Source: an optimization exercise on an open RTL-to-GDS flow (aim: small area and a short achievable clock period). Production flows keep margins and buffers that such runs may drop.
Only simulation tests tie the RTL to the original design; equivalence was not proved.
No activity file was given, so power comes from the tool's default toggle rates.

===== design/flow/config.mk =====
export PLATFORM = sky130hd
export DESIGN_NAME = cpu
export DESIGN_NICKNAME = cpu
export VERILOG_FILES = /design/flow/design.v
export SDC_FILE = /design/flow/constraint.sdc
export NUM_CORES = 4
export LEC_CHECK = 0
export CAP_MARGIN = 20
export CORE_MARGIN = 2
export CORE_UTILIZATION = 55
export SLEW_MARGIN = 20
export SYNTH_HIERARCHICAL = 1

===== design/flow/constraint.sdc =====
create_clock -name core_clock -period 16.0 [get_ports {clk}]
set_input_delay 3.2000 -clock core_clock [delete_from_list [all_inputs] [get_ports {clk}]]
set_output_delay 3.2000 -clock core_clock [all_outputs]
set_load 0.01 [all_outputs]

===== design/flow/design.v =====
module control_unit(
    input wire clk,
    input wire reset,
    input wire OV,
    input wire NEG,
    input wire ZR,
    input wire EQ,
    input wire GT,
    input wire LT,
    input wire [5:0] OPCODE,
    input wire [5:0] FUNCT,
    output wire PC_write,
    output wire branch,
    output wire MEM_wr,
    output wire IR_write,
    output wire A_write,
    output wire B_write,
    output wire MDR_write,
    output wire ALUReg_write,
    output wire EPC_write,
    output wire Hi_write,
    output wire Lo_write,
    output wire REG_write,
    output wire less_than,
    output wire DIV_on,
    output wire MULT_on,
    output wire div_srcA,
    output wire div_srcB,
    output wire shift_src,
    output wire Hi_src,
    output wire Lo_src,
    output wire [1:0] reg_dst,
    output wire [1:0] except,
    output wire [1:0] MEM_toMDR,
    output wire [1:0] BtoC,
    output wire [1:0] ALU_srcA,
    output wire [2:0] IorD,
    output wire [2:0] ALU_srcB,
    output wire [2:0] ALU_OP,
    output wire [2:0] PC_src,
    output wire [2:0] regOP,
    output wire [3:0] MEM_toreg,
    output wire loadA,      
    output wire minit,      
    output wire mstep       
);
    reg [6:0] STATE_p, COUNTER_p;
    reg       OV_p, EQ_p, GT_p, LT_p, reset_p;
    reg [6:0] STATE;
    reg [6:0] COUNTER;
    reg [5:0] SHIFT_MODE;
    parameter ST_reset       = 7'd0;
    parameter ST_fetch0      = 7'd1;
    parameter ST_fetch1      = 7'd2;
    parameter ST_decode      = 7'd3;
    parameter ST_decode2     = 7'd15;
    parameter ST_noopcode    = 7'd4;
    parameter ST_overflow    = 7'd5;
    parameter ST_divzr       = 7'd6;
    parameter ST_except      = 7'd7;
    parameter ST_add         = 7'd8;
    parameter ST_sub         = 7'd9;
    parameter ST_and         = 7'd10;
    parameter ST_BREG_write  = 7'd11;
    parameter ST_BREG_write2 = 7'd12;
    parameter ST_BREG_write3 = 7'd60;
    parameter ST_BREG_write4 = 7'd61;  
    parameter ST_BREG_write5 = 7'd53;
    parameter ST_SLT         = 7'd41;
    parameter ST_SLTI        = 7'd42;
    parameter ST_SLL_SLLV    = 7'd43;
    parameter ST_SRA_SRAV    = 7'd44;
    parameter ST_SRL         = 7'd45;
    parameter ST_ShiftS      = 7'd46;
    parameter ST_ShiftImmediate = 7'd47;
    parameter ST_ShiftVariable  = 7'd48;
    parameter ST_Rte            = 7'd54;
    parameter ST_break          = 7'd55;
    parameter ST_mult           = 7'd56;
    parameter ST_mult2          = 7'd57;
    parameter ST_MFHI           = 7'd58;
    parameter ST_MFLO           = 7'd59;
    parameter ST_addi        = 7'd13;
    parameter ST_addiu       = 7'd14;
    parameter ST_lui         = 7'd22;
    parameter ST_beq         = 7'd23;
    parameter ST_bne         = 7'd24;
    parameter ST_ble         = 7'd25;
    parameter ST_bgt         = 7'd26; 
    parameter ST_load_adress = 7'd27; 
    parameter ST_MEM_read    = 7'd28;
    parameter ST_MEM_to      = 7'd29;  
    parameter ST_MEM_to_MDR1 = 7'd30;  
    parameter ST_MEM_to_MDR2 = 7'd31;  
    parameter ST_MEM_to_MDR3 = 7'd32; 
    parameter ST_REG_write   = 7'd33; 
    parameter ST_store1      = 7'd34;
    parameter ST_store2      = 7'd35;
    parameter ST_store3      = 7'd36;
    parameter ST_jump        = 7'd37;
    parameter ST_jal         = 7'd38;
    parameter ST_adress_store= 7'd39;
    parameter  ST_jr         = 7'd40;
    parameter ST_addm = 7'd49;
    parameter ST_addm2 = 7'd50;
    parameter ST_addm3 = 7'd51; 
    parameter ST_MEM_read_addm = 7'd52;
    parameter R_OPCODE    = 6'h0;
    parameter FUNCT_ADD   = 6'h20;
    parameter FUNCT_AND   = 6'h24;
    parameter FUNCT_DIV   = 6'h1a;
    parameter FUNCT_MULT  = 6'h18;
    parameter FUNCT_JR    = 6'h8;
    parameter FUNCT_MFHI  = 6'h10;
    parameter FUNCT_MFLO  = 6'h12;
    parameter FUNCT_SLL   = 6'h0;
    parameter FUNCT_SLLV  = 6'h4;
    parameter FUNCT_SLT   = 6'h2a;
    parameter FUNCT_SRA   = 6'h3;
    parameter FUNCT_SRAV  = 6'h7;
    parameter FUNCT_SRL   = 6'h2;
    parameter FUNCT_SUB   = 6'h22;
    parameter FUNCT_BREAK = 6'hd;
    parameter FUNCT_RTE   = 6'h13;
    parameter FUNCT_DIVM  = 6'h5;
    parameter ADDI   = 6'h8;
    parameter ADDIU  = 6'h9;
    parameter BEQ    = 6'h4;
    parameter BNE    = 6'h5;
    parameter BLE    = 6'h6;
    parameter BGT    = 6'h7;
    parameter ADDM   = 6'h1;
    parameter LB     = 6'h20;
    parameter LH     = 6'h21;
    parameter LUI    = 6'hf;
    parameter LW     = 6'h23;
    parameter SB     = 6'h28;
    parameter SH     = 6'h29;
    parameter SLTI   = 6'ha;
    parameter SW     = 6'h2b;
    parameter J = 6'h2; 
    parameter JAL = 6'h3; 
    reg  PC_write_c;
    reg  branch_c;
    reg  MEM_wr_c;
    reg  IR_write_c;
    reg  A_write_c;
    reg  B_write_c;
    reg  MDR_write_c;
    reg  ALUReg_write_c;
    reg  EPC_write_c;
    reg  Hi_write_c;
    reg  Lo_write_c;
    reg  REG_write_c;
    reg  less_than_c;
    reg  DIV_on_c;
    reg  MULT_on_c;
    reg  div_srcA_c;
    reg  div_srcB_c;
    reg  shift_src_c;
    reg  Hi_src_c;
    reg  Lo_src_c;
    reg [1:0] reg_dst_c;
    reg [1:0] except_c;
    reg [1:0] MEM_toMDR_c;
    reg [1:0] BtoC_c;
    reg [1:0] ALU_srcA_c;
    reg [2:0] IorD_c;
    reg [2:0] ALU_srcB_c;
    reg [2:0] ALU_OP_c;
    reg [2:0] PC_src_c;
    reg [2:0] regOP_c;
    reg [3:0] MEM_toreg_c;
    reg loadA_c, minit_c, mstep_c;
always @* begin
    STATE   = STATE_p;
    COUNTER = COUNTER_p;
    SHIFT_MODE = (FUNCT[1:0] == 2'b00) ? ST_SLL_SLLV :
                 (FUNCT[1:0] == 2'b11) ? ST_SRA_SRAV : ST_SRL;
    loadA_c = (STATE == ST_decode2) && !reset_p;
    minit_c = (STATE == ST_mult) && (COUNTER == 7'd1) && !reset_p;
    mstep_c = (STATE == ST_mult) && (COUNTER >= 7'd2) && (COUNTER <= 7'd33) && !reset_p;
    PC_write_c     = 1'b0;
    branch_c       = 1'b0;
    MEM_wr_c       = 1'b0;
    IR_write_c     = 1'b0;
    A_write_c      = 1'b0;
    B_write_c      = 1'b0;
    MDR_write_c    = 1'b0;
    ALUReg_write_c = 1'b0;
    EPC_write_c    = 1'b0;
    REG_write_c    = 1'b0;
    Hi_write_c     = 1'b0;
    Lo_write_c     = 1'b0;
    less_than_c    = 1'b0;
    shift_src_c    = 1'b0;
    DIV_on_c       = 1'b0;
    MULT_on_c      = 1'b0;
    div_srcA_c     = 1'b0;
    div_srcB_c     = 1'b0;
    Hi_src_c       = 1'b0;
    Lo_src_c       = 1'b0;
    except_c       = 2'b00; 
    MEM_toMDR_c    = 2'b00;
    BtoC_c         = 2'b00;
    ALU_srcA_c     = 2'b00;
    reg_dst_c      = 2'b00; 
    IorD_c         = 3'b000;
    ALU_srcB_c     = 3'b000;
    ALU_OP_c       = 3'b000;
    PC_src_c       = 3'b000;
    regOP_c        = 3'b000;
    MEM_toreg_c    = 4'b0000;
    if (reset_p == 1'b1) begin
        STATE = ST_fetch0;
        PC_write_c     = 1'b0;
        branch_c       = 1'b0;
        MEM_wr_c       = 1'b0;
        IR_write_c     = 1'b0;
        A_write_c      = 1'b0;
        B_write_c      = 1'b0;
        MDR_write_c    = 1'b0;
        ALUReg_write_c = 1'b0;
        EPC_write_c    = 1'b0;
        Hi_write_c     = 1'b0;
        Lo_write_c     = 1'b0;
        less_than_c    = 1'b0;
        DIV_on_c       = 1'b0;
        MULT_on_c      = 1'b0;
        div_srcA_c     = 1'b0;
        div_srcB_c     = 1'b0;
        shift_src_c    = 1'b0;
        Hi_src_c       = 1'b0;
        Lo_src_c       = 1'b0;
        except_c       = 2'b00; 
        MEM_toMDR_c    = 2'b00;
        BtoC_c         = 2'b00;
        ALU_srcA_c     = 2'b00;
        IorD_c         = 3'b000;
        ALU_srcB_c     = 3'b000;
        ALU_OP_c       = 3'b000;
        PC_src_c       = 3'b000;
        regOP_c        = 3'b000;
        COUNTER = 7'b0000000;
        reg_dst_c      = 2'b10; 
        REG_write_c    = 1'b1;
        MEM_toreg_c    = 4'b0100;
    end 
    else begin
        case (STATE)
            ST_fetch0: begin
                PC_write_c     = 1'b0;
                branch_c       = 1'b0;
                IR_write_c     = 1'b0;
                A_write_c      = 1'b0;
                B_write_c      = 1'b0;
                MDR_write_c    = 1'b0;
                MEM_wr_c       = 1'b0;   
                ALUReg_write_c = 1'b0;
                EPC_write_c    = 1'b0;
                Hi_write_c     = 1'b0;
                Lo_write_c     = 1'b0;
                REG_write_c    = 1'b0;
                less_than_c    = 1'b0;
                DIV_on_c       = 1'b0;
                MULT_on_c      = 1'b0;
                div_srcA_c     = 1'b0;
                div_srcB_c     = 1'b0;
                shift_src_c    = 1'b0;
                Hi_src_c       = 1'b0;
                Lo_src_c       = 1'b0;
                reg_dst_c      = 2'b00;
                except_c       = 2'b00; 
                MEM_toMDR_c    = 2'b00;
                shift_src_c    = 2'b00;
                BtoC_c         = 2'b00;
                ALU_srcA_c     = 2'b00;   
                IorD_c         = 3'b000;  
                ALU_srcB_c     = 3'b001;  
                ALU_OP_c       = 3'b001;  
                PC_src_c       = 3'b000;
                regOP_c        = 3'b000;
                MEM_toreg_c    = 4'b0000;
                COUNTER = COUNTER + 1;
                if (COUNTER == 7'd2) begin  
                    STATE = ST_fetch1;
                end
                else begin
                    STATE = ST_fetch0;
                end
            end
            ST_fetch1:begin  
                STATE = ST_decode;      
                PC_write_c     = 1'b1;     
                branch_c       = 1'b0;
                MEM_wr_c       = 1'b0;
                IR_write_c     = 1'b1;     
                A_write_c      = 1'b0;
                B_write_c      = 1'b0;
                MDR_write_c    = 1'b0;
                ALUReg_write_c = 1'b0;
                EPC_write_c    = 1'b0;
                Hi_write_c     = 1'b0;
                Lo_write_c     = 1'b0;
                REG_write_c    = 1'b0;
                less_than_c    = 1'b0;
                DIV_on_c       = 1'b0;
                MULT_on_c      = 1'b0;
                div_srcA_c     = 1'b0;
                div_srcB_c     = 1'b0;
                shift_src_c    = 1'b0;
                Hi_src_c       = 1'b0;
                Lo_src_c       = 1'b0;
                reg_dst_c      = 2'b00;
                except_c       = 2'b00; 
                MEM_toMDR_c    = 2'b00;
                shift_src_c    = 2'b00;
                BtoC_c         = 2'b00;
                ALU_srcA_c     = 2'b00;
                IorD_c         = 3'b000;
                ALU_srcB_c     = 3'b001;
                ALU_OP_c       = 3'b001;
                PC_src_c       = 3'b000;  
                regOP_c        = 3'b000;
                MEM_toreg_c    = 4'b0000;
                COUNTER      = COUNTER + 1;
            end
            ST_decode:begin    
                STATE        = ST_decode2;   
                PC_write_c     = 1'b0;
                branch_c       = 1'b0;
                MEM_wr_c       = 1'b0;
                IR_write_c     = 1'b0;
                A_write_c      = 1'b1;  
                B_write_c      = 1'b1;  
                MDR_write_c    = 1'b0;
                ALUReg_write_c = 1'b1;
                EPC_write_c    = 1'b0;
                Hi_write_c     = 1'b0;
                Lo_write_c     = 1'b0;
                REG_write_c    = 1'b0;
                less_than_c    = 1'b0;
                DIV_on_c       = 1'b0;
                MULT_on_c      = 1'b0;
                div_srcA_c     = 1'b0;
                div_srcB_c     = 1'b0;
                shift_src_c    = 1'b0;
                Hi_src_c       = 1'b0;
                Lo_src_c       = 1'b0;
                reg_dst_c      = 2'b00;
                except_c       = 2'b00; 
                MEM_toMDR_c    = 2'b00;
                shift_src_c    = 2'b00;
                BtoC_c         = 2'b00;
                ALU_srcA_c     = 2'b00;   
                IorD_c         = 3'b000; 
                ALU_srcB_c     = 3'b001;  
                ALU_OP_c       = 3'b001;  
                PC_src_c       = 3'b000;
                regOP_c        = 3'b000;
                MEM_toreg_c    = 4'b0000;
                COUNTER = COUNTER + 1;
            end
            ST_add:begin
                STATE = ST_BREG_write;
                ALU_srcA_c = 2'b01;
                ALU_srcB_c = 3'b000;
                ALU_OP_c = 3'b001;
                ALUReg_write_c = 1'b1;
                COUNTER = COUNTER + 1;   
            end
            ST_and:begin
                STATE = ST_BREG_write;
                ALU_srcA_c = 2'b01;
                ALU_srcB_c = 3'b000;
                ALU_OP_c = 3'b011;
                ALUReg_write_c = 1'b1;
                COUNTER = COUNTER + 1;   
            end
            ST_sub:begin
                STATE = ST_BREG_write;
                ALU_srcA_c = 2'b01;
                ALU_srcB_c = 3'b000;
                ALU_OP_c = 3'b010;
                ALUReg_write_c = 1'b1;
                COUNTER = COUNTER + 1;   
            end
            ST_addm:begin
                STATE = ST_MEM_read_addm;
                ALU_srcA_c = 2'b01;
                ALU_srcB_c = 3'b010;
                ALU_OP_c = 3'b001;
                ALUReg_write_c = 1;
                COUNTER = COUNTER + 1;  
            end 
            ST_MEM_read_addm:begin
                IorD_c = 3'b001;
                MEM_wr_c = 0;
                COUNTER = COUNTER + 1;
                if (COUNTER == 7'd3) begin
                    STATE = ST_addm2;
                end else begin
                    STATE = ST_MEM_read_addm;
                end
            end
            ST_addm2:begin
                STATE = ST_addm3;
                MEM_toMDR_c = 2'b00;
                MDR_write_c = 1;
                COUNTER = COUNTER + 1;
            end
            ST_addm3:begin
                STATE = ST_BREG_write2;
                ALU_srcA_c = 2'b10;
                ALU_srcB_c = 3'b000;
                ALU_OP_c = 3'b001;
                ALUReg_write_c = 1;
                COUNTER = COUNTER + 1;
            end
            ST_mult:begin
                if (COUNTER > 7'd32) begin
                    STATE = ST_mult2;
                end else begin
                    STATE = ST_mult;
                    COUNTER = COUNTER + 1;
                end
                MULT_on_c = 1;
            end
            ST_mult2:begin
                STATE = ST_fetch0;
                MULT_on_c = 0;
                Hi_write_c = 1;
                Lo_write_c = 1;
                Hi_src_c = 1;  
                Lo_src_c = 1;
                COUNTER = 0;
            end
            ST_MFHI:begin
                STATE = ST_fetch0;
                MEM_toreg_c = 4'b0010;
                reg_dst_c = 2'b00;
                REG_write_c = 1;
                COUNTER = 0;
            end
            ST_MFLO:begin
                STATE = ST_fetch0;
                MEM_toreg_c = 4'b0011;
                reg_dst_c = 2'b00;
                REG_write_c = 1;
                COUNTER = 0;
            end
            ST_load_adress: begin   
                STATE = ST_MEM_read; 
                ALU_srcA_c = 2'b01;
                ALU_srcB_c = 3'b010;
                ALU_OP_c   = 3'b001;
                ALUReg_write_c = 1;
                COUNTER  = COUNTER + 1;  
                if (OPCODE == SW) begin
                    STATE = ST_store1;
                end else begin
                    STATE = ST_MEM_read;
                end
            end
            ST_MEM_read: begin  
                IorD_c = 3'b001;
                MEM_wr_c = 0;
                COUNTER = COUNTER + 1;
                if (COUNTER == 7'd3) begin
                    if (OPCODE == LW) begin
                    STATE = ST_MEM_to_MDR1; 
                    end else if (OPCODE == LH) begin
                        STATE = ST_MEM_to_MDR2;
                    end else if (OPCODE == LB) begin
                        STATE = ST_MEM_to_MDR3;
                    end else if (OPCODE == SH) begin
                        STATE = ST_store2;
                    end else if (OPCODE == SB)begin
                        STATE = ST_store3;
                    end else if (OPCODE == ADDM) begin
                        STATE = ST_addm2;
                    end
                end else begin  
                    STATE = ST_MEM_read;
                end
            end
            ST_MEM_to_MDR1: begin  
                STATE = ST_REG_write;
                MEM_toMDR_c = 2'b00;
                MDR_write_c = 1;
            end
            ST_MEM_to_MDR2: begin  
                STATE = ST_REG_write;
                MEM_toMDR_c = 2'b01;
                MDR_write_c = 1;
            end
            ST_MEM_to_MDR3: begin  
                STATE = ST_REG_write;
                MEM_toMDR_c = 2'b10;
                MDR_write_c = 1;
            end
            ST_REG_write: begin  
                STATE = ST_fetch0;
                COUNTER = 7'b0000000;
                MEM_toreg_c = 4'b0001;
                reg_dst_c = 2'b00;
                REG_write_c = 1;
                COUNTER = 7'd0;
            end
            ST_store1: begin  
                STATE = ST_fetch0;
                COUNTER = 7'b0000000;
                BtoC_c = 2'b00;
                IorD_c = 3'b001;
                MEM_wr_c = 1;
                COUNTER = 7'd0;
            end
            ST_store2: begin  
                STATE = ST_fetch0;
                COUNTER = 7'b0000000;
                BtoC_c = 2'b01;
                IorD_c = 3'b001;
                MEM_wr_c = 1;
                COUNTER = 7'd0;
            end
            ST_store3: begin  
                STATE = ST_fetch0;
                COUNTER = 7'b0000000;
                BtoC_c = 2'b10;
                IorD_c = 3'b001;
                MEM_wr_c = 1;
                COUNTER = 7'd0;
            end
            ST_jump: begin
                STATE = ST_fetch0;
                COUNTER = 7'b0000000;
                PC_write_c = 1;
                branch_c = 1;
                PC_src_c = 3'b010;
            end
            ST_jal: begin  
                STATE = ST_adress_store;
                ALU_srcA_c = 2'b00;
                ALU_OP_c = 3'b000;
                ALUReg_write_c = 1'b1;
                COUNTER = COUNTER + 1;
            end
            ST_adress_store: begin  
                STATE = ST_fetch0;
                COUNTER = 7'b0000000;
                MEM_toreg_c = 4'b0000;
                reg_dst_c = 2'b11;
                REG_write_c = 1;
                PC_src_c = 3'b010;
                PC_write_c = 1;
                branch_c = 1;
                COUNTER = 7'd0;
            end
            ST_jr: begin
                STATE = ST_fetch0;
                COUNTER = 7'b0000000;
                ALU_srcA_c = 2'b01;
                ALU_OP_c = 3'b000;
                PC_src_c = 3'b000;
                branch_c = 1;
                PC_write_c = 1;
                COUNTER = 7'd0;
            end
            ST_beq: begin
                ALU_srcA_c = 2'b01;
                ALU_srcB_c = 3'b000;
                ALU_OP_c = 3'b111;
                if (COUNTER == 7'd5) begin
                    STATE = ST_beq;
                    COUNTER = COUNTER + 1;
                end else begin
                    STATE = ST_fetch0;
                    COUNTER = 7'd0;
                end
                if (EQ_p == 1) begin
                    PC_src_c = 3'b001;
                    PC_write_c = 1;
                end
            end
            ST_bne: begin
                ALU_srcA_c = 2'b01;
                ALU_srcB_c = 3'b000;
                ALU_OP_c = 3'b111;
                if (COUNTER == 7'd5) begin
                    STATE = ST_bne;
                    COUNTER = COUNTER + 1;
                end else begin
                    STATE = ST_fetch0;
                    COUNTER = 7'd0;
                end
                if (EQ_p == 0) begin
                    PC_src_c = 3'b001;
                    PC_write_c = 1;
                end
            end
            ST_bgt: begin
                ALU_srcA_c = 2'b01;
                ALU_srcB_c = 3'b000;
                ALU_OP_c = 3'b111;
                if (COUNTER == 7'd5) begin
                    STATE = ST_bgt;
                    COUNTER = COUNTER + 1;
                end else begin
                    STATE = ST_fetch0;
                    COUNTER = 7'd0;
                end
                if (GT_p == 1) begin
                    PC_src_c = 3'b001;
                    PC_write_c = 1;
                end
            end
            ST_ble: begin
                ALU_srcA_c = 2'b01;
                ALU_srcB_c = 3'b000;
                ALU_OP_c = 3'b111;
                if (COUNTER == 7'd5) begin
                    STATE = ST_ble;
                    COUNTER = COUNTER + 1;
                end else begin
                    STATE = ST_fetch0;
                    COUNTER = 7'd0;
                end
                if (GT_p == 0) begin
                    PC_src_c = 3'b001;
                    PC_write_c = 1;
                end
            end
            ST_BREG_write:begin
                if (OV_p) begin 
                    STATE = ST_overflow;
                    COUNTER = COUNTER + 1;   
                end
                else begin
                    STATE = ST_fetch0;
                    COUNTER = 7'b0000000;
                    REG_write_c = 1'b1;
                    reg_dst_c = 2'b01;
                    MEM_toreg_c = 4'b0000;
                end
            end
            ST_BREG_write2:begin
                if(OV_p) begin
                    STATE = ST_overflow;     
                    COUNTER = COUNTER + 1;
                end
                else begin
                        STATE = ST_fetch0;
                        COUNTER = 7'b0000000;
                        REG_write_c = 1'b1;
                        MEM_toreg_c = 4'b0000;
                        reg_dst_c = 2'b00;
                    end
            end
            ST_SLT:begin
                STATE = ST_BREG_write4;
                ALU_srcA_c = 2'b01;
                ALU_srcB_c = 3'b000;
            end
            ST_SLTI:begin
                STATE = ST_BREG_write5;
                ALU_srcA_c = 2'b01;
                ALU_srcB_c = 3'b010;
            end
            ST_ShiftImmediate:begin
                STATE = SHIFT_MODE;
                ALU_srcB_c = 3'b000;
                shift_src_c = 1'b0;
                regOP_c = 3'b001;
            end
            ST_ShiftVariable:begin
                STATE = SHIFT_MODE;
                ALU_srcB_c = 3'b100;
                shift_src_c = 1'b1;
                regOP_c = 3'b001;
            end
            ST_SLL_SLLV:begin
                STATE = ST_ShiftS;
                regOP_c = 3'b010;
            end
            ST_SRL:begin
                STATE = ST_ShiftS;
                regOP_c = 3'b011;
            end
            ST_SRA_SRAV:begin
                STATE = ST_ShiftS;
                regOP_c = 3'b100;
            end
            ST_ShiftS:begin
                STATE = ST_fetch0;
                MEM_toreg_c = 4'b0111;
                reg_dst_c = 2'b01;
                REG_write_c = 1'b1;
                COUNTER = 0;
            end
            ST_BREG_write3:begin
                STATE = ST_fetch0;
                COUNTER = 7'b0000000;
                REG_write_c = 1'b1;
                MEM_toreg_c = 4'b0000;
                reg_dst_c = 2'b01;
           end
            ST_BREG_write4:begin
                if (LT_p == 1) begin
                    STATE = ST_fetch0;
                    ALU_OP_c = 3'b111;
                    MEM_toreg_c = 4'b0110;
                    reg_dst_c = 2'b01;
                    REG_write_c = 1'b1;
                end
                else begin
                    STATE = ST_fetch0;
                    ALU_OP_c = 3'b111;
                    MEM_toreg_c = 4'b0101;
                    reg_dst_c = 2'b01;
                    REG_write_c = 1'b1;
                end
                COUNTER = 0; 
            end
            ST_BREG_write5:begin
                if (LT_p == 1) begin
                    STATE = ST_fetch0;
                    ALU_OP_c = 3'b111;
                    MEM_toreg_c = 4'b0110;
                    reg_dst_c = 2'b00;
                    REG_write_c = 1'b1;
                end
                else begin
                    STATE = ST_fetch0;
                    ALU_OP_c = 3'b111;
                    MEM_toreg_c = 4'b0101;
                    reg_dst_c = 2'b00;
                    REG_write_c = 1'b1;
                end
                COUNTER = 0;
            end
            ST_Rte:begin
                STATE = ST_fetch0;
                COUNTER = 7'b0000000;
                PC_src_c = 3'b100;
                PC_write_c = 1;
            end 
            ST_noopcode:begin
                except_c = 2'b00;
                IorD_c = 3'b010;
                MEM_wr_c = 1'b0;
                ALU_srcA_c = 2'b00;
                ALU_srcB_c = 3'b001;
                ALU_OP_c = 3'b010;
                COUNTER = COUNTER + 1;
                if (COUNTER == 7'd1) begin
                    STATE = ST_except;
                end
                else begin  
                    STATE = ST_noopcode;
                end
            end
            ST_overflow:begin
                except_c = 2'b01;
                IorD_c = 3'b010;
                MEM_wr_c = 1'b0;
                ALU_srcA_c = 2'b00;
                ALU_srcB_c = 3'b001;
                ALU_OP_c = 3'b010;
                COUNTER = COUNTER + 1;  
                if (COUNTER == 7'd4) begin
                    STATE = ST_except;
                end
                else begin   
                    STATE = ST_overflow;
                end
            end
            ST_divzr:begin
                except_c = 2'b10;
                IorD_c = 3'b010;
                MEM_wr_c = 1'b0;
                ALU_srcA_c = 2'b00;
                ALU_srcB_c = 3'b001;
                ALU_OP_c = 3'b010;
                COUNTER = COUNTER + 1;
                if (COUNTER == 7'b0001000) begin
                    STATE = ST_except;
                end
                else begin
                    STATE = ST_divzr;
                end
            end
            ST_except:begin
                STATE = ST_fetch0;
                EPC_write_c = 1'b1;
                PC_src_c  = 3'b011;
                PC_write_c = 1'b1;
                COUNTER = 7'b0000000;
            end
            ST_addi:begin
                STATE = ST_BREG_write2; 
                ALU_srcA_c = 2'b01;
                ALU_srcB_c = 3'b010;
                ALU_OP_c = 3'b001;
                ALUReg_write_c = 1'b1;
                COUNTER = COUNTER + 1;
            end
            ST_addiu:begin
                STATE = ST_BREG_write3;
                ALU_srcA_c = 2'b01;
                ALU_srcB_c = 3'b010;
                ALU_OP_c = 3'b001;
                ALUReg_write_c = 1'b1;
                COUNTER = COUNTER + 1;
            end
            ST_lui:begin
              STATE = ST_fetch0;
              COUNTER = 7'b0000000;
              MEM_toreg_c = 4'b1000;
              reg_dst_c = 2'b00;
              REG_write_c = 1'b1;
            end
            ST_break:begin
                STATE = ST_fetch0;
                COUNTER = 7'b0000000;
                ALU_srcA_c = 2'b00;
                ALU_srcB_c = 3'b001;
                ALU_OP_c = 3'b010;
                PC_src_c = 3'b000;
                PC_write_c = 1'b1;
            end
        ST_decode2: begin
            case(OPCODE)
                R_OPCODE:begin
                    case(FUNCT)
                        FUNCT_ADD:begin
                            STATE = ST_add;
                            COUNTER = 7'b0000000;
                        end
                        FUNCT_AND:begin
                            STATE = ST_and;
                            COUNTER = 7'b0000000;
                        end
                        FUNCT_DIV:begin
                        end
                        FUNCT_MULT:begin
                            STATE = ST_mult;
                            COUNTER = 7'b0000000;
                        end
                        FUNCT_JR:begin
                            STATE = ST_jr;
                            COUNTER = 7'b0000000;
                        end
                        FUNCT_MFHI:begin
                            STATE = ST_MFHI;
                            COUNTER = 7'b0000000; 
                        end
                        FUNCT_MFLO:begin
                            STATE = ST_MFLO;
                            COUNTER = 7'b0000000;
                        end
                        FUNCT_SLL:begin
                            STATE = ST_ShiftImmediate;
                            COUNTER = 7'b0000000;
                        end
                        FUNCT_SLLV:begin
                            STATE = ST_ShiftVariable;
                            COUNTER = 7'b0000000;
                        end
                        FUNCT_SLT:begin
                            STATE = ST_SLT;
                        end
                        FUNCT_SRA:begin
                            STATE = ST_ShiftImmediate;
                            COUNTER = 7'b0000000;
                        end
                        FUNCT_SRAV:begin
                            STATE = ST_ShiftVariable;
                            COUNTER = 7'b0000000;
                        end
                        FUNCT_SRL:begin
                            STATE = ST_ShiftImmediate;
                            COUNTER = 7'b0000000;
                        end
                        FUNCT_SUB:begin
                            STATE = ST_sub;
                            COUNTER = 7'b0000000;
                        end
                        FUNCT_BREAK:begin
                            STATE = ST_break;
                            COUNTER = 7'b0000000;
                        end
                        FUNCT_RTE:begin
                            STATE = ST_Rte;
                            COUNTER = 7'b0000000;
                        end
                        FUNCT_DIVM:begin
                        end
                    endcase 
                end
                ADDI:begin
                    STATE = ST_addi;
                    COUNTER = 7'b0000000;
                end
                ADDIU:begin
                    STATE = ST_addiu;
                    COUNTER = 7'b0000000;
                end
                BEQ:begin
                    STATE = ST_beq;
                    COUNTER = COUNTER + 1;
                end
                BNE:begin
                    STATE = ST_bne;
                    COUNTER = COUNTER + 1;
                end
                BLE:begin
                    STATE = ST_ble;
                    COUNTER = COUNTER + 1;
                end
                BGT:begin
                    STATE = ST_bgt;
                    COUNTER = COUNTER + 1;
                end
                ADDM:begin
                    STATE = ST_addm;
                    COUNTER = 7'b0000000;
                end
                LB:begin
                   STATE = ST_load_adress;
                   COUNTER = 7'b0000000; 
                end
                LH:begin
                    STATE = ST_load_adress;
                    COUNTER = 7'b0000000;
                end
                LUI:begin
                    STATE = ST_lui;
                    COUNTER = 7'b0000000;
                end
                LW:begin
                    STATE = ST_load_adress;
                    COUNTER = 7'b0000000;
                end
                SB:begin
                    STATE = ST_load_adress;
                    COUNTER = 7'b0000000;
                end
                SH:begin
                    STATE = ST_load_adress;
                    COUNTER = 7'b0000000;
                end
                SLTI:begin
                    STATE = ST_SLTI;
                    COUNTER = COUNTER + 1;
                end
                SW:begin
                    STATE = ST_load_adress;
                    COUNTER = 7'b0000000;
                end
                J:begin
                    STATE = ST_jump;
                    COUNTER = 7'b0000000;
                end
                JAL:begin
                    STATE = ST_jal;
                    COUNTER = 7'b0000000;           
                end
                default:begin
                    STATE = ST_noopcode;
                    COUNTER = 7'b0000000; 
                end
            endcase
        end
        endcase
    end
end
    always @(posedge clk) begin
        STATE_p   <= STATE;
        COUNTER_p <= COUNTER;
        OV_p      <= OV;
        EQ_p      <= EQ;
        GT_p      <= GT;
        LT_p      <= LT;
        reset_p   <= reset;
    end
    reg        g_PC_write, g_MEM_wr, g_IR_write, g_B_write, g_MDR_write;
    reg        g_ALUReg_write, g_EPC_write, g_REG_write;
    reg [1:0]  g_reg_dst, g_BtoC, g_ALU_srcA;
    reg [2:0]  g_IorD, g_ALU_srcB, g_ALU_OP, g_PC_src;
    reg [3:0]  g_MEM_toreg;
    always @* begin
        g_PC_write     = 1'b0;
        g_MEM_wr       = 1'b0;
        g_IR_write     = 1'b0;
        g_B_write      = 1'b0;
        g_MDR_write    = 1'b0;
        g_ALUReg_write = 1'b0;
        g_EPC_write    = 1'b0;
        g_REG_write    = 1'b0;
        g_reg_dst      = 2'b00;
        g_BtoC         = 2'b00;
        g_ALU_srcA     = 2'b01;
        g_IorD         = 3'b000;
        g_ALU_srcB     = 3'b000;
        g_ALU_OP       = 3'b001;
        g_PC_src       = 3'b000;
        g_MEM_toreg    = 4'b0000;
        if (reset_p) begin
            g_REG_write = 1'b1;
            g_reg_dst   = 2'b10;
            g_MEM_toreg = 4'b0100;
        end else begin
            case (STATE_p)
                ST_fetch1: begin
                    g_PC_write = 1'b1;
                    g_IR_write = 1'b1;
                    g_ALU_srcA = 2'b00;
                    g_ALU_srcB = 3'b001;
                end
                ST_decode: begin
                    g_B_write      = 1'b1;
                    g_ALUReg_write = 1'b1;
                    g_ALU_srcA     = 2'b00;
                    g_ALU_srcB     = 3'b001;
                end
                ST_decode2: begin
                    g_ALU_srcA = 2'b00;
                    g_ALU_OP   = 3'b000;
                end
                ST_add, ST_sub, ST_and: begin
                    g_ALUReg_write = 1'b1;
                    g_ALU_OP = FUNCT[2] ? 3'b011 : FUNCT[1] ? 3'b010 : 3'b001;
                end
                ST_addm, ST_load_adress, ST_addi, ST_addiu: begin
                    g_ALUReg_write = 1'b1;
                    g_ALU_srcB     = 3'b010;
                end
                ST_addm3: begin
                    g_ALUReg_write = 1'b1;
                end
                ST_MEM_read_addm, ST_MEM_read: begin
                    g_IorD = 3'b001;
                end
                ST_addm2, ST_MEM_to_MDR1, ST_MEM_to_MDR2, ST_MEM_to_MDR3: begin
                    g_MDR_write = 1'b1;
                end
                ST_MFHI: begin
                    g_REG_write = 1'b1;
                    g_MEM_toreg = 4'b0010;
                end
                ST_MFLO: begin
                    g_REG_write = 1'b1;
                    g_MEM_toreg = 4'b0011;
                end
                ST_REG_write: begin
                    g_REG_write = 1'b1;
                    g_MEM_toreg = 4'b0001;
                end
                ST_store1: begin
                    g_IorD   = 3'b001;
                    g_MEM_wr = 1'b1;
                end
                ST_store2: begin
                    g_IorD   = 3'b001;
                    g_MEM_wr = 1'b1;
                    g_BtoC   = 2'b01;
                end
                ST_store3: begin
                    g_IorD   = 3'b001;
                    g_MEM_wr = 1'b1;
                    g_BtoC   = 2'b10;
                end
                ST_jump: begin
                    g_PC_write = 1'b1;
                    g_PC_src   = 3'b010;
                end
                ST_jal: begin
                    g_ALUReg_write = 1'b1;
                    g_ALU_srcA     = 2'b00;
                    g_ALU_OP       = 3'b000;
                end
                ST_adress_store: begin
                    g_REG_write = 1'b1;
                    g_reg_dst   = 2'b11;
                    g_PC_write  = 1'b1;
                    g_PC_src    = 3'b010;
                end
                ST_jr: begin
                    g_PC_write = 1'b1;
                    g_ALU_OP   = 3'b000;
                end
                ST_beq, ST_bne, ST_bgt, ST_ble: begin
                    g_ALU_OP   = 3'b111;
                    g_PC_src   = 3'b001;
                    g_PC_write = (STATE_p == ST_beq) ?  EQ_p :
                                 (STATE_p == ST_bne) ? ~EQ_p :
                                 (STATE_p == ST_bgt) ?  GT_p : ~GT_p;
                end
                ST_BREG_write: begin
                    g_REG_write = ~OV_p;
                    g_reg_dst   = 2'b01;
                end
                ST_BREG_write2: begin
                    g_REG_write = ~OV_p;
                end
                ST_SLT: begin
                    g_ALU_OP = 3'b000;
                end
                ST_SLTI: begin
                    g_ALU_srcB = 3'b010;
                    g_ALU_OP   = 3'b000;
                end
                ST_ShiftS: begin
                    g_REG_write = 1'b1;
                    g_MEM_toreg = 4'b0111;
                    g_reg_dst   = 2'b01;
                end
                ST_BREG_write3: begin
                    g_REG_write = 1'b1;
                    g_reg_dst   = 2'b01;
                end
                ST_BREG_write4, ST_BREG_write5: begin
                    g_REG_write = 1'b1;
                    g_MEM_toreg = LT_p ? 4'b0110 : 4'b0101;
                    g_reg_dst   = (STATE_p == ST_BREG_write4) ? 2'b01 : 2'b00;
                end
                ST_Rte: begin
                    g_PC_write = 1'b1;
                    g_PC_src   = 3'b100;
                end
                ST_noopcode, ST_overflow: begin
                    g_IorD = 3'b010;
                end
                ST_except: begin
                    g_EPC_write = 1'b1;
                    g_PC_write  = 1'b1;
                    g_PC_src    = 3'b011;
                end
                ST_lui: begin
                    g_REG_write = 1'b1;
                    g_MEM_toreg = 4'b1000;
                end
                ST_break: begin
                    g_PC_write = 1'b1;
                    g_ALU_srcA = 2'b00;
                    g_ALU_srcB = 3'b001;
                    g_ALU_OP   = 3'b010;
                end
                default: begin
                end
            endcase
        end
    end
    assign PC_write     = g_PC_write;
    assign MEM_wr       = g_MEM_wr;
    assign IR_write     = g_IR_write;
    assign B_write      = g_B_write;
    assign MDR_write    = g_MDR_write;
    assign ALUReg_write = g_ALUReg_write;
    assign EPC_write    = g_EPC_write;
    assign REG_write    = g_REG_write;
    assign reg_dst      = g_reg_dst;
    assign except       = {1'b0, STATE_p[0]};    
    assign MEM_toMDR    = (OPCODE[5] & ~OPCODE[1]) ? {~OPCODE[0], OPCODE[0]} : 2'b00;
    assign BtoC         = g_BtoC;
    assign ALU_srcA     = g_ALU_srcA;
    assign IorD         = g_IorD;
    assign ALU_srcB     = g_ALU_srcB;
    assign ALU_OP       = g_ALU_OP;
    assign PC_src       = g_PC_src;
    assign MEM_toreg    = g_MEM_toreg;
    assign A_write = 1'b0; assign branch = 1'b0; assign Hi_write = 1'b0; assign Lo_write = 1'b0;
    assign less_than = 1'b0; assign DIV_on = 1'b0; assign MULT_on = 1'b0; assign div_srcA = 1'b0;
    assign div_srcB = 1'b0; assign shift_src = 1'b0; assign Hi_src = 1'b0; assign Lo_src = 1'b0;
    assign regOP = 3'b000;
    assign loadA = loadA_c;
    assign minit = minit_c;
    assign mstep = mstep_c;
endmodule
module cpu (
    input wire clk,
    input wire reset,
    output wire [31:0] mem_addr,
    output wire        mem_wr,
    output wire [31:0] mem_wdata,
    input  wire [31:0] mem_rdata
);
    wire PC_write, MEM_wr, IR_write, A_write, B_write, MDR_write, ALUReg_write;
    wire EPC_write, Hi_write, Lo_write, REG_write, less_than, DIV_on, MULT_on;
    wire div_srcA, div_srcB, shift_src, Hi_src, Lo_src;
    wire [1:0] reg_dst, except, MEM_toMDR, BtoC, ALU_srcA;
    wire [2:0] IorD, ALU_srcB, ALU_OP, PC_src, regOP;
    wire [3:0] MEM_toreg;
    wire loadA, minit, mstep;
    wire wsel_hi  = (BtoC == 2'b01) || (BtoC == 2'b10);
    wire wsel_mid = (BtoC == 2'b10);
    wire OV, ZR, NEG, EQ, GT, LT;
    reg [31:0] PC, IR, A, B, ALUOut, EPC, Hi, Lo;
    reg        q;
    reg        epc_valid, hl_valid;
    wire [5:0]  OPCODE = IR[31:26];
    wire [5:0]  FUNCT  = IR[5:0];
    wire [4:0]  RS     = IR[25:21];
    wire [4:0]  RT     = IR[20:16];
    wire [4:0]  RD     = IR[15:11];
    wire [15:0] IMM    = IR[15:0];
    wire [31:0] IMM_SX = {{16{IMM[15]}}, IMM};
    reg [31:0] rf [0:31];
    reg [31:0] valid;
    wire [4:0]  raddr = B_write ? RT : RS;
    wire [31:0] rsel = (32'b1 << raddr) & valid;
    wire [31:0] rdata;
    genvar rb, rk;
    generate
        for (rb = 0; rb < 32; rb = rb + 1) begin : rd_bit
            wire [31:0] col;
            for (rk = 0; rk < 32; rk = rk + 1) begin : rd_reg
                assign col[rk] = rf[rk][rb];
            end
            rf_read_bit u_rd (.d(col), .sel(rsel), .y(rdata[rb]));
        end
    endgenerate
    reg  [4:0]  waddr;
    always @* begin
        case (reg_dst)
            2'b00: waddr = RT;
            2'b01: waddr = RD;
            2'b10: waddr = 5'd29;
            default: waddr = 5'd31;
        endcase
    end
    wire [31:0] sh_out;
    shifter u_sh (.A(A), .B(B), .FUNCT(FUNCT), .SHAMT(IMM[10:6]), .Y(sh_out));
    reg [31:0] wdata;
    always @* begin
        case (MEM_toreg)
            4'b0000: wdata = ALUOut;
            4'b0001: wdata = A;           
            4'b0010: wdata = hl_valid ? Hi : 32'b0;
            4'b0011: wdata = hl_valid ? Lo : 32'b0;
            4'b0100: wdata = 32'd227;
            4'b0110: wdata = 32'd1;
            4'b0111: wdata = sh_out;
            4'b1000: wdata = {IMM, 16'b0};
            default: wdata = 32'b0;
        endcase
    end
    integer wi;
    always @(posedge clk) begin
        for (wi = 0; wi < 32; wi = wi + 1)
            if (REG_write && waddr == wi)
                rf[wi] <= wdata;
    end
    always @(posedge clk or posedge reset) begin
        if (reset)
            valid <= 32'b0;
        else if (REG_write)
            valid[waddr] <= 1'b1;
    end
    wire [31:0] alu_a = mstep ? Hi : (ALU_srcA == 2'b00 ? PC : A);
    reg  [31:0] alu_b;
    always @* begin
        case (ALU_srcB)
            3'b001:  alu_b = 32'd4;
            3'b010:  alu_b = IMM_SX;
            default: alu_b = B;
        endcase
    end
    wire [2:0] op = mstep ? ({Lo[0], q} == 2'b10 ? 3'b010 :
                             {Lo[0], q} == 2'b01 ? 3'b001 : 3'b000) : ALU_OP;
    wire [31:0] alu_s;
    alu32 u_alu (.a(alu_a), .b(alu_b), .op(op), .s(alu_s), .ov(OV), .eq(EQ), .lt(LT), .gt(GT));
    assign ZR  = 1'b0;
    assign NEG = 1'b0;
    always @(posedge clk) begin
        if (IR_write)
            IR <= mem_rdata;
    end
    reg [31:0] mdr_in;
    always @* begin
        case (MEM_toMDR)
            2'b01:   mdr_in = {{16{mem_rdata[15]}}, mem_rdata[15:0]};
            2'b10:   mdr_in = {{24{mem_rdata[7]}}, mem_rdata[7:0]};
            default: mdr_in = mem_rdata;
        endcase
    end
    always @(posedge clk) begin
        if (loadA)
            A <= rdata;
        else if (MDR_write)
            A <= mdr_in;
    end
    always @(posedge clk or posedge reset) begin
        if (reset)
            B <= 32'b0;
        else if (B_write)
            B <= rdata;
    end
    always @(posedge clk) begin
        if (ALUReg_write)
            ALUOut <= alu_s;
    end
    always @(posedge clk) begin
        if (EPC_write)
            EPC <= PC;
    end
    always @(posedge clk or posedge reset) begin
        if (reset) begin
            epc_valid <= 1'b0;
            hl_valid  <= 1'b0;
        end else begin
            if (EPC_write)
                epc_valid <= 1'b1;
            if (minit)
                hl_valid <= 1'b1;
        end
    end
    reg [31:0] pc_in;
    always @* begin
        case (PC_src)
            3'b001:  pc_in = ALUOut;
            3'b010:  pc_in = {PC[31:28], IR[25:0], 2'b00};
            3'b011:  pc_in = {{24{mem_rdata[7]}}, mem_rdata[7:0]};
            3'b100:  pc_in = epc_valid ? EPC : 32'b0;
            default: pc_in = alu_s;
        endcase
    end
    always @(posedge clk or posedge reset) begin
        if (reset)
            PC <= 32'b0;
        else if (PC_write)
            PC <= pc_in;
    end
    always @(posedge clk) begin
        if (minit) begin
            Hi <= 32'b0;
            Lo <= A;
            q  <= 1'b0;
        end else if (mstep) begin
            Hi <= {alu_s[31], alu_s[31:1]};
            Lo <= {alu_s[0], Lo[31:1]};
            q  <= Lo[0];
        end
    end
    assign mem_addr  = (IorD == 3'b001) ? ALUOut :
                       (IorD == 3'b010) ? {30'd63, except == 2'b00 ? 2'b01 : 2'b10} :
                       PC;
    assign mem_wr    = MEM_wr;
    wire [31:8] wsel = {{16{wsel_hi}}, {8{wsel_mid}}};
    wire [31:8] wb_n = ~(B[31:8] & ~wsel);
    wire [31:8] wm_n;
    genvar wdi;
    generate
        for (wdi = 8; wdi < 32; wdi = wdi + 1) begin : wd_bit
            nand2 u_m (.a(mem_rdata[wdi]), .b(wsel[wdi]), .y(wm_n[wdi]));
            nand2 u_o (.a(wm_n[wdi]), .b(wb_n[wdi]), .y(mem_wdata[wdi]));
        end
    endgenerate
    assign mem_wdata[7:0] = B[7:0];
    control_unit CTRL(
      .clk(clk),
      .reset(reset),
      .OV(OV),
      .ZR(ZR),
      .NEG(NEG),
      .EQ(EQ),
      .GT(GT),
      .LT(LT),
      .OPCODE(OPCODE),
      .FUNCT(FUNCT),
      .PC_write(PC_write),
      .MEM_wr(MEM_wr),
      .IR_write(IR_write),
      .A_write(A_write),
      .B_write(B_write),
      .MDR_write(MDR_write),
      .ALUReg_write(ALUReg_write),
      .EPC_write(EPC_write),
      .Hi_write(Hi_write),
      .Lo_write(Lo_write),
      .REG_write(REG_write),
      .less_than(less_than),
      .DIV_on(DIV_on),
      .MULT_on(MULT_on),
      .div_srcA(div_srcA),
      .div_srcB(div_srcB),
      .shift_src(shift_src),
      .Hi_src(Hi_src),
      .Lo_src(Lo_src),
      .reg_dst(reg_dst),
      .except(except),
      .MEM_toMDR(MEM_toMDR),
      .BtoC(BtoC),
      .ALU_srcA(ALU_srcA),
      .IorD(IorD),
      .ALU_srcB(ALU_srcB),
      .ALU_OP(ALU_OP),
      .PC_src(PC_src),
      .regOP(regOP),
      .MEM_toreg(MEM_toreg),
      .loadA(loadA),
      .minit(minit),
      .mstep(mstep)
    );
endmodule
module rf_read_bit (
    input  wire [31:0] d,
    input  wire [31:0] sel,
    output wire        y
);
    wire [10:0] t;
    genvar k;
    generate
        for (k = 0; k < 10; k = k + 1) begin : grp
            aoi222 u_aoi (.a0(d[3*k]),   .b0(sel[3*k]),
                          .a1(d[3*k+1]), .b1(sel[3*k+1]),
                          .a2(d[3*k+2]), .b2(sel[3*k+2]), .y(t[k]));
        end
    endgenerate
    assign t[10] = ~((d[30] & sel[30]) | (d[31] & sel[31]));
    assign y = ~&t;
endmodule
module aoi222 (
    input  wire a0, b0, a1, b1, a2, b2,
    output wire y
);
    assign y = ~((a0 & b0) | (a1 & b1) | (a2 & b2));
endmodule
module shifter (
    input  wire [31:0] A,
    input  wire [31:0] B,
    input  wire [5:0]  FUNCT,
    input  wire [4:0]  SHAMT,
    output wire [31:0] Y
);
    wire        var_  = FUNCT[2];
    wire        left  = ~FUNCT[1];
    wire [4:0]  n     = var_ ? B[4:0] : SHAMT;
    wire        fill  = FUNCT[0] & (var_ ? A[31] : B[31]);
    wire [31:0] s0, s1, s2, s3, s4, s5, s6;
    genvar i;
    generate
        for (i = 0; i < 32; i = i + 1) begin : st
            mux2i m0 (.a(B[i]),    .b(A[i]),      .s(var_), .y(s0[i]));
            mux2i m1 (.a(s0[i]),   .b(s0[31-i]),  .s(left), .y(s1[i]));
            mux2i m2 (.a(s1[i]),   .b(i + 1  < 32 ? s1[(i+1)  % 32] :  fill), .s(n[0]), .y(s2[i]));
            mux2i m3 (.a(s2[i]),   .b(i + 2  < 32 ? s2[(i+2)  % 32] : ~fill), .s(n[1]), .y(s3[i]));
            mux2i m4 (.a(s3[i]),   .b(i + 4  < 32 ? s3[(i+4)  % 32] :  fill), .s(n[2]), .y(s4[i]));
            mux2i m5 (.a(s4[i]),   .b(i + 8  < 32 ? s4[(i+8)  % 32] : ~fill), .s(n[3]), .y(s5[i]));
            mux2i m6 (.a(s5[i]),   .b(i + 16 < 32 ? s5[(i+16) % 32] :  fill), .s(n[4]), .y(s6[i]));
            mux2i m7 (.a(s6[i]),   .b(s6[31-i]),  .s(left), .y(Y[i]));
        end
    endgenerate
endmodule
module mux2i (
    input  wire a,
    input  wire b,
    input  wire s,
    output wire y
);
    assign y = ~(s ? b : a);
endmodule
module alu32 (
    input  wire [31:0] a,
    input  wire [31:0] b,
    input  wire [2:0]  op,
    output reg  [31:0] s,
    output wire        ov,
    output wire        eq,
    output wire        lt,
    output wire        gt
);
    wire [31:0] nb   = (op == 3'b001) ? b : ~b;
    wire [32:0] sum  = {1'b0, a} + {1'b0, nb} + {32'b0, op[1]};
    wire [31:0] soma = sum[31:0];
    wire        c31  = soma[31] ^ a[31] ^ nb[31];
    assign ov = sum[32] ^ c31;
    always @* begin
        case (op)
            3'b000:  s = a;
            3'b011:  s = a & b;
            default: s = soma;
        endcase
    end
    assign eq = (soma == 32'b0) & ~ov;
    assign lt = (soma[31] & ~ov) | (ov & a[31]);
    assign gt = ((~soma[31] & ~ov) | (ov & ~a[31])) & ~eq;
endmodule
module nand2 (
    input  wire a,
    input  wire b,
    output wire y
);
    assign y = ~(a & b);
endmodule

===== design/flow/flow/run.sh =====
#!/bin/bash
# Layout flow: the standard synthesis, then the standard ORFS steps with
#  - small plain buffers on the ports (buf_2 instead of the default delay-cell pick; timing repair sizes the critical ones),
#  - timing repair free to change cell footprints and aiming below the 16 ns clock,
#  - a clock tree of clkbuf_8 leaf buffers driving up to 16 flip-flops, no dummy loads.
set -euo pipefail
cd "$(dirname "$0")/.."
bash standard.sh synth > flow_synth.log 2>&1
bash standard.sh \
  "BUFFER_PORTS_ARGS=-buffer_cell sky130_fd_sc_hd__buf_2" \
  MATCH_CELL_FOOTPRINT=0 \
  SETUP_SLACK_MARGIN=9.4 \
  "CTS_ARGS=-sink_clustering_enable -repair_clock_nets -sink_clustering_size 16 -sink_clustering_max_diameter 70 -buf_list sky130_fd_sc_hd__clkbuf_8 -dont_use_dummy_load" \
  finish > flow_layout.log 2>&1

===== design/flow/standard.sh =====
#!/bin/bash
# synth_recipe.tcl (not shown) runs the flow's synth.tcl, then flattens the netlist and writes it again
# the make line also repeats each setting of config.mk as NAME=value (left out here)
make -C /OpenROAD-flow-scripts/flow DESIGN_CONFIG=/design/flow/config.mk WORK_HOME=/design/flow/orfs CLKGATE_MAP_FILE= SYNTH_SCRIPT=/design/flow/synth_recipe.tcl "${@:-finish}"

==> run notes <==
- Fin. Hold Viols: 0
- First-pass GRT wire length: 295000 microns
- Final wirelength: between 200000 and 250000 microns
- Global route total overflow: 0
- CP endpoint kind: primary output
- Rows: 120
- Syn_area_per_cell: 14.3 sq um
- Drt pass-1 iters: 13
- Worst hold path cell count: 1
- CTS root buf: clkbuf_8
- Most common cell after layout, fill and taps aside: edfxtp_1
- Area of the multi-input gates: 19800 sq um
- Skew-Pair Late Insertion Delay: 820 ps
- Crit path cell chain: buf_8, nand2_4, nand2_4, buf_6
- Post-layout util: 0.604
- Setup Skew: about 110 ps
- Wire per inst: 36.8 microns
- Hold Startpoint: valid[0]
- CP required: 12800 ps
- Core footprint: between 100000 and 150000 sq um
- TritonCTS Buffers: 102
- Via density: 7.24
- Post-Syn Area: 59300 sq um
- HP Class: reg2reg
- Initial antenna violation count: 9
- Final setup vio count: 0
- Pin count of the biggest net entering global routing: 67
- Die area: 110000 sq um
- Tcrit/Tclk final: 0.423
- GPL Wtd Cong: between 1 and 1.5
- Worst path bufs/invs: 2
- Clk sinks: 1332
- Most frequent cells in the layout: edfxtp_1 (1184), a222oi_1 (339), mux2i_1 (327), nand2_1 (244), buf_4 (158)
- Reg2Reg Launch Point: CTRL.STATE_p[3]
- Min Hold Slack: 464 ps
- Nets: about 4400
- I/O pin count: 99
- Outcome: timing/DRC/antenna clean
- Stages on worst setup path: 4
- CTS clk-pin slew, worst paths: 80 ps
- Post-Synthesis Cells: slightly above 4000
- Initial Util: 0.554
- Filler cells: 8238
- Tightest Pin Transition: roughly 1200 ps
- Worst endpoint data arrival time: 3560 ps
- R2R Path End: CTRL.GT_p
- Lkg Pwr: approximately 0.022 uW
- Die Span X: 332 microns
- Peak Freq: 148 MHz
- DRC: 0
- Number of global-route vias before repair: slightly below 40000
- # hold bufs at CTS: 0
- CTS max path bufs: 3
- HPWL after DPL: 135000 microns
- Pwr Density: 123 nW/um^2
- Normalized max-slew margin: 0.178
- Highest-delay cell along the critical path: buf_6
- CP Launch Type: primary input
- Max IR drop VDD: roughly 0.085 mV
- R2r setup slk: 9640 ps
- CP max FO: 2
- Final min period: 6760 ps
- Fraction of layout cells with a size suffix above 1: 0.156
- Drt first-iter violations: 6753
- CTS tree: done
- Worst Hold Endpoint: valid[0]
- Crit Path Category: in2out
- Die height: 332 microns
- Via Count: between 40000 and 50000
- Final ANT Viol Nets: 0
- Seq. cell area: 39000 sq um
- H-tree Lvls: 3
- Port bufs: 98
- GRT Util Overall: 0.375
- Max-cap check violation count: 0
- Yosys Warn Count: 10
- CP max stage delay: around 130 ps
- Layout area overhead: 8.96%
- Setup_tns: 0 ps
- Reg2Reg Depth: 22
- Cell family with most CP delay: buffers and inverters
- RSZ-0062 raised after global routing: yes
- Worst path most repeated cell: nand2_4
- Pins Over Slew Limit: 0
## how the worst max path moves through the flow
stage                     slack (ps)             to            start
after floorplan                 9450  mem_wdata[16]    mem_rdata[16]
after global placement          8880    mem_addr[5]  CTRL.STATE_p[0]
after detailed placement        9020  mem_wdata[28]    mem_rdata[28]
after CTS                       9240  mem_wdata[26]    mem_rdata[26]
after global routing            9220  mem_wdata[14]    mem_rdata[14]
final                           9240  mem_wdata[26]    mem_rdata[26]
## worst register-to-register path, stage by stage (launching register included)
cell and delay (ps):
dfxtp_2 500, buf_4 370, nand2b_1 280, o32ai_1 180
a22o_1 190, nand3_1 120, nor2_4 100, buf_4 570
mux2i_1 190, o21ai_0 420, inv_1 140, fa_1 470
fa_1 460, nor2b_4 140, o2111ai_1 250, a21o_2 350
a21oi_2 210, o21ai_0 160, a2111oi_2 360, nand4_1 190
nor4_1 280, and4b_1 240, nor2_1 50
## state kept, by name, indices dropped and copies added, names as in the netlist
signal	count
valid	32
CTRL.LT_p	1
hl_valid	1
Hi	31
B	32
CTRL.OV_p	1
A	32
CTRL.reset_p	1
EPC	32
Lo	32
epc_valid	1
q	1
ALUOut	32
CTRL.STATE_p	6
CTRL.EQ_p	1
IR	32
CTRL.COUNTER_p	7
rf	1024
PC	32
CTRL.GT_p	1
## cell type report
class	count	area share
flip-flops and latches	1332	0.604
multi-input cells	2572	0.306
repair buffers	276	0.0364
well taps	1403	0.0272
clock buffers	102	0.0217
inverters	60	0.00378
diodes	8	0.000310
## repair_timing
action,CTS,global route
buffers inserted,30,9
pin swaps,15,5
gates resized for setup,112,35
cloned,2,1
setup endpoints to repair,74,83
## metal layers
metal,part of all wire,track usage,vias to the layer above
met4,0.059,0.191,4
li1,-,-,17500
met2,0.45,0.579,2741
met5,0.00015,0,-
met3,0.10,0.0639,455
met1,0.38,0.516,21000
## through the flow
stage | cell area (sq um) | power [uW] | cells | setup slack, ps
floorplan | 59300 | 5440 | 4160 | 9450
global placement | 62000 | 6290 | 5592 | 8880
detailed placement | 62100 | 6280 | 5596 | 9020
CTS | 64200 | 7890 | 5730 | 9240
global route | 64600 | 8200 | 5746 | 9220
finish | 64600 | 7960 | 5753 | 9240
## power by group
group / switching, uW / internal [uW] / leakage (uW) / total (uW)
Sequential: 192 / 3990 / 0.0124 / 4180
Combinational: 1430 / 737 / 0.00888 / 2170
Clock: 1040 / 567 / 0.000733 / 1610
Total: 2670 / 5290 / 0.0220 / 7960

==> port drivers added, routing unchanged <==
Ports are ideal in the flow. The routed layout listed here was re-timed in OpenROAD.
Step 1, drivers: a clkbuf_16 drives clk and a buf_2 each remaining input, both assumed.
Step 2 times the ports against the registers' clock, not the clock port: input delays grow and output delays shrink by t, the midpoint of the rising clock arrivals with the driver on.
Slacks: ideal / step 1 / step 2; pairs: ideal / step 1.
t, ns: 0.837
setup slack, ns: 9.235 / 9.187 / 9.187
latest minus earliest clock arrival (ns): 0.109 / 0.109
worst register clock-pin slew, ns: 0.11 / 0.11
After both steps setup and hold are still met in this run. The setup slack of this run moves by -0.048 ns with the drivers and by -0.048 ns with both steps.
